From an optimization exercise on the open Yosys and OpenROAD flow, aimed at small area and a short achievable clock period; shortcuts taken in it are not production practice. Function was checked by simulation only, so behaviour that the tests miss may differ from the original.

## flow/design.v (module list and top-level ports; edited modules follow where they fit)
// module Integrator: 867 lines
// module Integrator_fa: 6 lines
// module Integrator_fa1: 6 lines
// module Integrator_ha: 6 lines
// module Integrator_han: 6 lines
// module Integrator_xor: 5 lines
// module Integrator_maj: 5 lines
// module Integrator_mux: 5 lines
// module Integrator_aoi: 5 lines
// module Integrator_inv: 5 lines
// module Integrator_nand: 5 lines
// module Integrator_nor: 5 lines
// module Integrator_oai: 5 lines
// module Integrator_xnor: 5 lines
module Integrator
          (clk,
           reset,
           In,
           Out);
  // ...
==> flow/flow/run.sh <==
#!/bin/bash
# Layout flow: the standard synthesis and ORFS layout (standard.sh) with two
# changes to how the layout is made:
#  - the input and output ports get plain buffer cells (buffer_ports
#    -buffer_cell) instead of the delay cells buffer_ports picks by itself;
#  - clock tree synthesis adds no dummy loads (-dont_use_dummy_load); the
#    other CTS arguments are the ones ORFS builds from config.mk.
# Each step's full output goes to a log file here (ORFS keeps its own per-step
# logs under orfs/logs).
set -euo pipefail
export BUFFER_PORTS_ARGS="-buffer_cell sky130_fd_sc_hd__buf_2"
export CTS_ARGS="-sink_clustering_enable -repair_clock_nets -sink_clustering_size 12 -sink_clustering_max_diameter 60 -root_buf sky130_fd_sc_hd__clkbuf_8 -buf_list {sky130_fd_sc_hd__clkbuf_4} -dont_use_dummy_load"
bash standard.sh synth > run_synth.log 2>&1
bash standard.sh > run_layout.log 2>&1
==> flow/standard.sh <==
#!/bin/bash
# synth_recipe.tcl (not shown) runs the flow's synth.tcl, then flattens the netlist and writes it again
# the make line also repeats each setting of config.mk as NAME=value (left out here)
make -C /OpenROAD-flow-scripts/flow DESIGN_CONFIG=/design/flow/config.mk WORK_HOME=/design/flow/orfs CLKGATE_MAP_FILE= SYNTH_SCRIPT=/design/flow/synth_recipe.tcl "${@:-finish}"
==> flow/config.mk <==
export PLATFORM = sky130hd
export DESIGN_NAME = Integrator
export DESIGN_NICKNAME = Integrator
export VERILOG_FILES = /design/flow/design.v
export SDC_FILE = /design/flow/constraint.sdc
export NUM_CORES = 4
export LEC_CHECK = 0
export CAP_MARGIN = 20
export CORE_MARGIN = 2
export CORE_UTILIZATION = 40
export CTS_BUF_LIST = sky130_fd_sc_hd__clkbuf_4 sky130_fd_sc_hd__clkbuf_8
export CTS_CLUSTER_DIAMETER = 60
export CTS_CLUSTER_SIZE = 12
export PLACE_DENSITY = 0.85
export SETUP_SLACK_MARGIN = 4
export SLEW_MARGIN = 20
export SYNTH_HIERARCHICAL = 1
export SYNTH_MINIMUM_KEEP_SIZE = 0
==> flow/constraint.sdc <==
create_clock -name core_clock -period 14.0 [get_ports {clk}]
set_input_delay 2.8000 -clock core_clock [delete_from_list [all_inputs] [get_ports {clk}]]
set_output_delay 2.8000 -clock core_clock [all_outputs]
set_load 0.01 [all_outputs]
==> results.json, run 1 <==
{
  "syn_nets": 731,
  "crit_path_start_kind": "input port",
  "ant_nets": 0,
  "ys_warn_count": 7,
  "status": "no timing/DRC/antenna violations",
  "cts_buffers": 9,
  "r2r_cells": 15,
  "busiest_layer": "met2",
  "fin_crit_sh_pct": 66.9,
  "wirelength_um": 12500,
  "drt_pass1_iterations": 4,
  "drv_slew": 0,
  "final_core_util_pct": 43.5,
  "seq_cell_count": 87,
  "setup_viol": 0,
  "drv_cap": 0,
  "synth-seq-cells": 87,
  "synthCells": 556,
  "grt_use_met3_pct": 2.70,
  "finalNetCount": 765,
  "min_period_ps": 9370,
  "worstPathMaxFanout": 5,
  "wl_met1_um": 5140,
  "cts.sinks": 87
}
==> inputs of run 2 (changes only) <==
--- a/flow/flow/run.sh
+++ b/flow/flow/run.sh
@@ -11,3 +11,3 @@
 export BUFFER_PORTS_ARGS="-buffer_cell sky130_fd_sc_hd__buf_2"
-export CTS_ARGS="-sink_clustering_enable -repair_clock_nets -sink_clustering_size 12 -sink_clustering_max_diameter 60 -root_buf sky130_fd_sc_hd__clkbuf_8 -buf_list {sky130_fd_sc_hd__clkbuf_4} -dont_use_dummy_load"
+export CTS_ARGS="-sink_clustering_enable -repair_clock_nets -sink_clustering_size 30 -sink_clustering_max_diameter 100 -buf_list {sky130_fd_sc_hd__clkbuf_4 sky130_fd_sc_hd__clkbuf_8} -dont_use_dummy_load"
 bash standard.sh synth > run_synth.log 2>&1
--- a/flow/config.mk
+++ b/flow/config.mk
@@ -11,4 +11,4 @@
 export CTS_BUF_LIST = sky130_fd_sc_hd__clkbuf_4 sky130_fd_sc_hd__clkbuf_8
-export CTS_CLUSTER_DIAMETER = 60
-export CTS_CLUSTER_SIZE = 12
+export CTS_CLUSTER_DIAMETER = 100
+export CTS_CLUSTER_SIZE = 30
 export PLACE_DENSITY = 0.85
==> run 2 against run 1 <==
Against the previous run: clock skew did not move; routed wire length unchanged; global-route usage is the same; count of clock-buffer cells in the layout stayed put.
==> results.json, run 2 <==
{
  "status": "no timing/DRC/antenna violations",
  "vias_per_cell": 4.69,
  "drv_slew": 0,
  "dp_slack_ps": 4610,
  "rr_endpoint": "y1[18]$_DFF_PP0_",
  "grt-ovfl-total": 0,
  "clock_latency_ps": 370,
  "synth_area_leader_cell": "fa_1",
  "synthMuxAreaShare_pct": 0,
  "crit_path_start_kind": "input port",
  "grt_pass1_vias": 4402,
  "synthSimpleGateAreaFrac_pct": 6.54,
  "synth_edf_count": 0,
  "cts.sinks": 87,
  "setup-tns-final_ps": 0,
  "vias": 3793,
  "antenna_found_initial": 0,
  "finalNetCount": 765,
  "synth-seq-cells": 87,
  "synth_top_family_by_area": "adder cells",
  "root_buffer": "clkbuf_8",
  "wirelength_um": 12500,
  "io_buffer_count": 44,
  "drt-wirelength-per-cell_um": 15.5,
  "min_path_type": "flip-flop to flip-flop",
  "final_core_util_pct": 43.5,
  "hold_path.startpoint": "y1[11]$_DFF_PP0_",
  "ant_nets": 0,
  "max_slew.worst_pin.slew_ps": 790,
  "synth_cell_types": 13,
  "layout-drive-gt1-share_pct": 12.8,
  "drv_cap": 0,
  "place.gp.congestion": 0.865,
  "synthArstFlopShare_pct": 100,
  "synthAdderAreaFrac_pct": 43.0,
  "cts_buffers": 9,
  "regToRegSetupSlack_ps": 8330,
  "drt_iter0_drc": 182,
  "mostFrequentLayoutCell": "fa_1",
  "post_cts_resized": 0,
  "synth_ff_type": "dfrtp_1",
  "diodes": 0,
  "post-synth-top-count-cell": "fa_1",
  "cts_hold_buf": 0,
  "hpwl_um": 10700,
  "hold_viol": 0,
  "fin_skew_ps": 24.1,
  "synth-xor-area-share_pct": 5.74,
  "synth_compound_gate_area_share_pct": 5.66,
  "pin_count": 46,
  "synth_top_area_share_pct": 39.6,
  "syn_nets": 731,
  "clock_path_buffers": 2,
  "fp.dieW_um": 134,
  "drc_errors": 0,
  "h-tree-depth": 3,
  "grt_pass1_wl_um": 21800,
  "endpoint_kind": "output pin",
  "path_class": "input port to output pin",
  "rsz0062_at_grt": "false",
  "synthCells": 556,
  "cts_tree": "done",
  "start_util_pct": 40.6,
  "required_ps": 11200,
  "worstPathMaxFanout": 5,
  "placed_cells": 799,
  "area_growth_pct": 6.95,
  "max_freq_mhz": 107,
  "rows": 47,
  "drt_pass1_iterations": 4,
  "max-slew-margin-rel_pct": 47.3,
  "core_area_um2": 16500,
  "arrival_ps": 6570,
  "die_height_um": 134,
  "die_area_um2": 17800,
  "grt_usage_pct": 15.9,
  "setup_ws_ps": 4630,
  "setup_viol": 0,
  "final_cell_mix": "fa_1 (133), dfrtp_1 (87), inv_1 (74)",
  "ys_warn_count": 7,
  "postCtsSetupBuffers": 0,
  "syn_area_um2": 6720,
  "avgSynthCellArea_um2": 12.1,
  "whs_ps": 350,
  "synth_commonest_cells": "fa_1 (133), dfrtp_1 (87), inv_1 (75)",
  "stdcell_count": 808,
  "reg_top3": "y1 (22), y2 (22)",
  "fin_crit_sh_pct": 66.9,
  "min_to": "y2[11]$_DFF_PP0_",
  "grt_max_degree": 88,
  "r2r_cells": 15,
  "synth_area_leaders": "fa_1 (40%), dfrtp_1 (32%), xor2_1 (4.6%), inv_1 (4.2%), nor2_1 (3.7%)",
  "reg2reg_from": "vc$_DFF_PP0_",
  "min_period_ps": 9370,
  "yosysSeqAreaShare_pct": 32.4,
  "holdPathStages": 0,
  "path_clk_slew_ps": 60
}
## run 2: cell counts in the layout (fill, tap and decap cells not counted)
Identical to the previous run, type by type.
## run 2: cell families (layout without fill, tap and decap cells)
kind of cell,Yosys count,count (layout)
adder cells (fa/ha/maj),151,151
AND/OR/NAND/NOR,116,116
AO/OA/AOI/OAI,61,61
XOR/XNOR,44,44
flip-flops,87,87
buffers and inverters,97,129
## run 2: worst max path at each step
stage,from,end,slack (ps)
6_report,In[9],Out[19],4630
5_1_grt,In[2],Out[19],4310
4_1_cts,In[2],Out[18],4580
3_5_place_dp,In[2],Out[18],4610
3_3_place_gp,In[5],Out[19],4700
2_1_floorplan,In[5],Out[19],5180
## run 2: cell type report
type	count	area, um2
fill	1433	9340
timing repair buffer	45	231
tap	220	275
clock buffer	9	124
inverter	75	283
multi-input combinational	372	4090
sequential	87	2180
## run 2: routing by layer
layer / global-route usage (%) / up-vias / part of all wire, %
met5: 0 / - / 0
met4: 6.03 / 0 / 2.2
met3: 2.70 / 23 / 4.9
met2: 27.1 / 94 / 52
met1: 20.4 / 1949 / 41
li1: - / 1727 / -
## run 2: Yosys stat by module, one instance, submodules excluded, excerpt
module / cell area (um2) / cells inside / flops+latches
Integrator: 2560 / 161 / 87
Integrator_aoi: 8.76 / 1 / 0
Integrator_fa: 20.0 / 1 / 0
Integrator_fa1: 27.5 / 5 / 0
Integrator_ha: 12.5 / 1 / 0
Integrator_inv: 3.75 / 1 / 0
Integrator_nor: 3.75 / 1 / 0
Integrator_oai: 5.00 / 1 / 0
Integrator_xnor: 8.76 / 1 / 0
Integrator_xor: 8.76 / 1 / 0
## run 2: per-stage QoR
step	cell area (um2)
after floorplan	6720
after global placement	7060
after detailed placement	7060
after CTS	7180
after global routing	7180
final	7180
## run 2: worst max-delay path, stage by stage
cell and delay [ps]:
buf_2 130, inv_1 210, fa_1 480, fa_1 410, fa_1 620, fa_1 500
nor2_1 190, nor2_1 100, a21oi_2 250, o21ai_1 150, a21oi_2 180, inv_1 100
a21oi_2 130, xnor2_1 150, buf_2 180

==> static timing again, ports no longer ideal <==
The results above use ideal ports. As a check the final layouts listed here were re-extracted and re-timed, cells and wires unchanged.
Step 1 assumes that a clkbuf_16 drives the clock port and a buf_2 every other input.
Step 2, shift: input delay + t, output delay - t, t = (earliest + latest rising clock arrival at the registers) / 2. This alone moves slack from input paths to output paths.
Slacks: ideal ports / drivers / drivers and shift; pairs: ideal ports / drivers.
run	t (ns)	slack for setup (ns)	hold WS [ns]	worst setup path at the end	clock arrival spread, ns
run 1	0.394	4.630 / 4.597 / 4.597	0.350 / 0.350 / 0.350	input to output	0.025 / 0.025
run 2	0.394	4.630 / 4.597 / 4.597	0.350 / 0.350 / 0.350	input to output	0.025 / 0.025
After both steps setup and hold are still met in every run listed.
